This design comes from an exercise in tuning for small area on the open sky130 flow, not from production work.
The RTL was checked by simulation tests, not by an equivalence proof against the original design.
The flow treats the clock pin as an ideal source. Dropping or thinning the clock tree relies on that and would not hold on a real chip.

==> inputs of job 3587 <==
==> flow/design.v <==
module top #(
  parameter PWM_INTERVAL = 1200
)(
  input  logic clk,
  input  logic rst,
  output logic RGB_R,
  output logic RGB_G,
  output logic RGB_B
);
    logic [1:0] r;       
    logic [8:0] q;       
    logic [2:0] sub;     
    logic [8:0] w;       
    logic [2:0] j;       
    logic       o;       
    logic       nz;      
    logic dir, wrap, step, turn, match;
    logic [8:0] x;
    assign dir  = j[0] ^ j[1] ^ j[2];                              
    assign wrap = (r == 2'd3) & q[8] & q[5] & q[3] & q[1] & q[0];  
    assign step = wrap & sub[2];                                   
    assign turn = step & (dir ? (&w[8:1])                          
                              : (w[8] & w[5] & w[3] & w[1] & w[0]));  
    assign x     = q ^ w;
    assign match = (r == 2'd0) & (dir ? (&x) : ~(|x));             
    always_ff @(posedge clk) begin
        if (rst) begin
            r   <= '0;
            q   <= '0;
            sub <= '0;
            w   <= '0;
            j   <= '0;
            o   <= 1'b0;
            nz  <= 1'b0;
        end else begin
            r  <= r + 2'd1;
            nz <= ~wrap;
            o  <= ~wrap & (o | match);
            if (wrap)
                q <= '0;
            else if (r == 2'd3)
                q <= q + 9'd1;
            if (step)
                sub <= '0;
            else if (wrap)
                sub <= sub + 3'd1;
            if (turn)
                w <= dir ? 9'd0 : 9'd211;
            else if (step)
                w <= w + 9'd1;
            if (turn)
                j <= {j[1], j[0], ~j[2]};
        end
    end
    logic g_fade, g_low, r_fade, r_low, b_fade, b_low;
    assign g_fade = ~(j[0] ^ j[2]);
    assign g_low  = j[2] & ~j[0];
    assign r_fade = j[0] ^ j[1];
    assign r_low  = j[0] & j[1];
    assign b_fade = j[1] ^ j[2];
    assign b_low  = ~j[1] & ~j[2];
    assign RGB_G = g_fade ? o : (g_low & nz);
    assign RGB_R = r_fade ? o : (r_low & nz);
    assign RGB_B = b_fade ? o : (b_low & nz);
endmodule
==> flow/flow/run.sh <==
#!/bin/bash
# Standard synthesis, then an area re-mapping of its combinational logic
# (flip-flops untouched), then the standard layout steps with a lighter
# clock tree and port buffers.
set -euo pipefail
HERE=$(pwd)
R=$HERE/orfs/results/sky130hd/top/base

bash standard.sh synth > synth.log 2>&1

cp $R/1_2_yosys.v $HERE/standard_synth.v
LIB_FILE=$FLOW_HOME/platforms/sky130hd/lib/sky130_fd_sc_hd__tt_025C_1v80.lib \
NETLIST_IN=$HERE/standard_synth.v NETLIST_OUT=$HERE/resyn.v \
ABC_SCRIPT="+strash;&get -n;&deepsyn -T 60;&put;dch -f;amap" \
  yosys -c flow/resyn.tcl > resyn.log 2>&1
cp $HERE/resyn.v $R/1_2_yosys.v
touch $R/1_2_yosys.v

export BUFFER_PORTS_ARGS="-buffer_cell sky130_fd_sc_hd__buf_1"
export ONE_CLOCK_BUFFER=sky130_fd_sc_hd__clkbuf_8
export PRE_CTS_TCL=$HERE/flow/pre_cts.tcl
bash standard.sh finish > layout.log 2>&1
==> flow/flow/pre_cts.tcl <==
# Clock tree: one buffer, placed at the centre of the flip-flops, drives
# every flip-flop clock pin. The clock port then feeds only this buffer.
set sx 0.0
set sy 0.0
set n 0
foreach inst [[ord::get_db_block] getInsts] {
  if {[[$inst getMaster] isSequential]} {
    set bb [$inst getBBox]
    set sx [expr {$sx + ([$bb xMin] + [$bb xMax]) / 2.0}]
    set sy [expr {$sy + ([$bb yMin] + [$bb yMax]) / 2.0}]
    incr n
  }
}
set cx [ord::dbu_to_microns [expr {int($sx / $n)}]]
set cy [ord::dbu_to_microns [expr {int($sy / $n)}]]
puts "pre_cts: $n flip-flops, clock buffer at $cx $cy"
insert_buffer -buffer_cell $::env(ONE_CLOCK_BUFFER) -net clk -location [list $cx $cy] \
  -buffer_name clkbuf_root -net_name clknet_root
[[ord::get_db_block] findNet clknet_root] setSigType CLOCK
global_connect
proc clock_tree_synthesis {args} {
  puts "clock_tree_synthesis skipped: the clock buffer was inserted by pre_cts.tcl"
}
==> flow/flow/resyn.tcl <==
# Re-map the combinational logic of the standard synthesis netlist for area.
# The flip-flops are kept as they are (same instances, names and cells).
yosys -import
set lib $::env(LIB_FILE)
set in  $::env(NETLIST_IN)
set out $::env(NETLIST_OUT)
set script $::env(ABC_SCRIPT)
read_liberty -ignore_miss_func $lib
foreach ff {dfxtp_1 dfxtp_2 dfxtp_4} {
  setattr -mod -set keep_hierarchy 1 sky130_fd_sc_hd__$ff
}
read_verilog $in
hierarchy -top top
flatten
delete t:\$scopeinfo
opt_clean
abc -liberty $lib -dont_use *probe* -dont_use *lpflow* -script $script
opt_clean
setundef -zero
hilomap -singleton -hicell sky130_fd_sc_hd__conb_1 HI -locell sky130_fd_sc_hd__conb_1 LO
splitnets
opt_clean -purge
yosys rename -hide w:*.*
foreach ff {dfxtp_1 dfxtp_2 dfxtp_4} {
  setattr -mod -set blackbox 1 sky130_fd_sc_hd__$ff
}
tee -o resyn_stat.txt stat -liberty $lib top
select top
write_verilog -noattr -noexpr -nohex -nodec -selected $out
==> flow/standard.sh <==
#!/bin/bash
# synth_recipe.tcl (not shown) runs the flow's synth.tcl, then flattens the netlist and writes it again
# the make line also repeats each setting of config.mk as NAME=value (left out here)
make -C /OpenROAD-flow-scripts/flow DESIGN_CONFIG=/design/flow/config.mk WORK_HOME=/design/flow/orfs CLKGATE_MAP_FILE= SYNTH_SCRIPT=/design/flow/synth_recipe.tcl "${@:-finish}"
==> flow/config.mk <==
export PLATFORM = sky130hd
export DESIGN_NAME = top
export DESIGN_NICKNAME = top
export VERILOG_FILES = /design/flow/design.v
export SDC_FILE = /design/flow/constraint.sdc
export NUM_CORES = 4
export LEC_CHECK = 0
export CAP_MARGIN = 20
export CORE_MARGIN = 2
export CORE_UTILIZATION = 40
export SLEW_MARGIN = 20
==> flow/constraint.sdc <==
create_clock -name core_clock -period 10.0 [get_ports {clk}]
set_input_delay 2.0000 -clock core_clock [delete_from_list [all_inputs] [get_ports {clk}]]
set_output_delay 2.0000 -clock core_clock [all_outputs]
set_load 0.01 [all_outputs]
==> inputs of job 1939, as changes to job 3587 <==
==> flow/design.v (replaced) <==
module top #(
  parameter PWM_INTERVAL = 1200
)(
  input  logic clk,
  input  logic rst,
  output logic RGB_R,
  output logic RGB_G,
  output logic RGB_B
);
    localparam logic [4:0] C25_START = 5'b00101;
    logic [3:0] c16;     
    logic [1:0] c3;      
    logic [4:0] c25;     
    logic [2:0] sub;     
    logic [8:0] dq;      
    logic       dir;     
    logic [1:0] c;       
    logic       o;       
    logic       nz;      
    logic [1:0] r;
    logic c25_23, c25_24, at1198, wrap, sub4, step, dz, dmax, turn, dq_en, match;
    assign r      = c16[1:0];
    assign nz     = |{c16, c3, c25[4], c25[3], c25[1]};
    assign c25_23 = ~c25[3] & ~c25[1] & ~c25[0];
    assign c25_24 = ~c25[4] & ~c25[2] & ~c25[1];
    assign at1198 = (c16 == 4'd14) & c3[0] & c25_23;            
    assign wrap   = (c16 == 4'd15) & c3[1] & c25_24;            
    assign sub4   = sub[2] & ~sub[0];                           
    assign step   = wrap & sub4;                                
    assign dz     = (dq == 9'd0);
    assign dmax   = dq[8] & dq[5] & dq[3] & dq[1] & dq[0];      
    assign turn   = step & (dir ? dmax : dz);                   
    assign dq_en  = ((r == 2'd3) & ~(step & ~dir)) | (at1198 & sub4 & dir);
    assign match  = (r == 2'd0) & dz & (nz | ~dir);             
    always_ff @(posedge clk) begin
        if (rst) begin
            c16 <= '0;
            c3  <= '0;
            c25 <= C25_START;
            sub <= '0;
            dq  <= '0;
            dir <= 1'b0;
            c   <= '0;
            o   <= 1'b0;
        end else begin
            c16 <= c16 + 4'd1;
            c3  <= {c3[0], ~c3[1] & ~c3[0]};
            c25 <= c25_24 ? C25_START : {c25[3:0], c25[4] ^ c25[1]};
            o   <= ~wrap & (o | match);
            if (wrap)
                sub <= {sub[1] & sub[0], sub[0], ~sub[2]};
            if (dq_en)
                dq <= dmax ? 9'd0 : dq + 9'd1;
            if (turn) begin
                dir <= ~dir;
                c   <= {c[0], ~c[1] & ~c[0]};
            end
        end
    end
    assign RGB_G = (c == 2'b00) ? o : (nz & (dir ? c[1] : c[0]));
    assign RGB_R = c[0]         ? o : (nz & (dir ^ c[1]));
    assign RGB_B = c[1]         ? o : (nz & ~(dir ^ c[0]));
endmodule
==> flow/flow/run.sh (replaced) <==
#!/bin/bash
# Standard synthesis, then an area re-mapping of its combinational logic
# (flip-flops untouched, several ABC scripts tried in parallel, smallest
# kept), then the standard layout steps with a one-buffer clock tree and the
# smallest port buffers.
set -euo pipefail
HERE=$(pwd)
R=$HERE/orfs/results/sky130hd/top/base

bash standard.sh synth > synth.log 2>&1

cp $R/1_2_yosys.v $HERE/standard_synth.v
mkdir -p $HERE/resyn
export LIB_FILE=$FLOW_HOME/platforms/sky130hd/lib/sky130_fd_sc_hd__tt_025C_1v80.lib
export NETLIST_IN=$HERE/standard_synth.v
scripts=()
for s in 1 3 5 7 11 13 17 19 23 29 31 37; do
  scripts+=("+strash;&get -n;&deepsyn -T 30 -S $s;&put;dch -f;amap;strash;dch -f;amap")
done
scripts+=("+strash;&get -n;&deepsyn -T 30;&put;&get -n;&dch -f;&nf -a -R 1000;&put")
scripts+=("+strash;&get -n;&deepsyn -T 30;&put;dch -f;amap")
i=0
for sc in "${scripts[@]}"; do
  (ABC_SCRIPT="$sc" NETLIST_OUT=$HERE/resyn/r$i.v \
     yosys -c flow/resyn.tcl > $HERE/resyn/r$i.log 2>&1 || true) &
  i=$((i+1))
  if (( i % 4 == 0 )); then wait; fi
done
wait
best=""; best_area=""
for a in $HERE/resyn/r*.v.area; do
  v=$(cat $a)
  echo "$(basename $a .v.area) $v" >> $HERE/resyn/areas.txt
  if [[ -z "$best" ]] || awk -v x="$v" -v y="$best_area" 'BEGIN{exit !(x<y)}'; then
    best=${a%.area}; best_area=$v
  fi
done
echo "best $best $best_area" >> $HERE/resyn/areas.txt
cp $best $HERE/resyn.v
cp $HERE/resyn.v $R/1_2_yosys.v
touch $R/1_2_yosys.v

export BUFFER_PORTS_ARGS="-buffer_cell sky130_fd_sc_hd__buf_1"
export ONE_CLOCK_BUFFER=sky130_fd_sc_hd__buf_12
export PRE_CTS_TCL=$HERE/flow/pre_cts.tcl
bash standard.sh finish > layout.log 2>&1
--- a/flow/flow/pre_cts.tcl
+++ b/flow/flow/pre_cts.tcl
@@ -16,7 +16,11 @@
 puts "pre_cts: $n flip-flops, clock buffer at $cx $cy"
 insert_buffer -buffer_cell $::env(ONE_CLOCK_BUFFER) -net clk -location [list $cx $cy] \
   -buffer_name clkbuf_root -net_name clknet_root
-[[ord::get_db_block] findNet clknet_root] setSigType CLOCK
+foreach inst [[ord::get_db_block] getInsts] {
+  if {[string match "clkbuf_root*" [$inst getName]]} {
+    [[$inst findITerm X] getNet] setSigType CLOCK
+  }
+}
 global_connect
 proc clock_tree_synthesis {args} {
   puts "clock_tree_synthesis skipped: the clock buffer was inserted by pre_cts.tcl"
--- a/flow/flow/resyn.tcl
+++ b/flow/flow/resyn.tcl
@@ -1,5 +1,7 @@
-# Re-map the combinational logic of the standard synthesis netlist for area.
-# The flip-flops are kept as they are (same instances, names and cells).
+# Re-map the combinational logic of the standard synthesis netlist for area
+# with one ABC script. The flip-flops are kept as they are (same instances,
+# names and cells). run.sh runs this with several scripts and keeps the
+# smallest result.
 yosys -import
 set lib $::env(LIB_FILE)
 set in  $::env(NETLIST_IN)
@@ -24,6 +26,10 @@
 foreach ff {dfxtp_1 dfxtp_2 dfxtp_4} {
   setattr -mod -set blackbox 1 sky130_fd_sc_hd__$ff
 }
-tee -o resyn_stat.txt stat -liberty $lib top
+set st [tee -q -s result.string stat -liberty $lib top]
+regexp {Chip area for module '\\top': ([0-9.]+)} $st -> area
+set f [open $out.area w]
+puts $f $area
+close $f
 select top
 write_verilog -noattr -noexpr -nohex -nodec -selected $out
Settings changed: CORE_AREA set to 3 3 67 67, CORE_MARGIN 2 to unset, CORE_UTILIZATION 40 to unset, DIE_AREA set to 0 0 70 70.
==> qor summary <==
	job 1939	job 3587
X dimension of the die	70 microns	59.0 microns
Netlist Area Pre-Place	1040 sq um	1210 sq um
Top-level I/O count	5	5
Dpl cells	179	197
Synthesized netlist net count	129	164
Result of the run	no timing/DRC/antenna violations	did not finish
Last stage reached	-	clock tree synthesis (4_1_cts)
Rows	22	19
Minimum setup slack after placement	6180 ps	6650 ps
Instance count of the mapped netlist	127	162
Effective utilization at floorplan	27.3%	43.1%
Placed Area	1110 sq um	1260 sq um
Port Buf Inserts	4	4
YS warnings	1	1
Chip height	70 microns	59.0 microns
Final estimated routing congestion in global placement	0.817	0.803
Post-synthesis average cell area	8.18 sq um	7.47 sq um
HPWL reported at the end of detailed placement	1.48 mm	1.91 mm
The clock cells of job 1939 come from the design's own scripts or RTL, not from TritonCTS.

[static timing again, ports no longer ideal]
Ports are ideal in the flow. The routed layout listed here was re-timed in OpenROAD. Step 1 assumes that a clkbuf_16 drives the clock port and a buf_2 every other input. Step 2 adds t to the input delays and takes it off the output delays; t is the mean of the earliest and latest rising clock arrival at the registers after step 1. Input paths then give back, and output paths get back, about the clock's delay inside the block. Three values: ideal ports, drivers, drivers and shift; two values: the first two.
run: job 1939
t, ns: 0.161
setup WS [ns]: 5.970 / 5.940 / 6.101
pins driven straight from the clock port: 1
After both steps job 1939 still meets setup and hold. The setup slack of job 1939 moves by -0.030 ns with the drivers and by +0.131 ns with both steps.
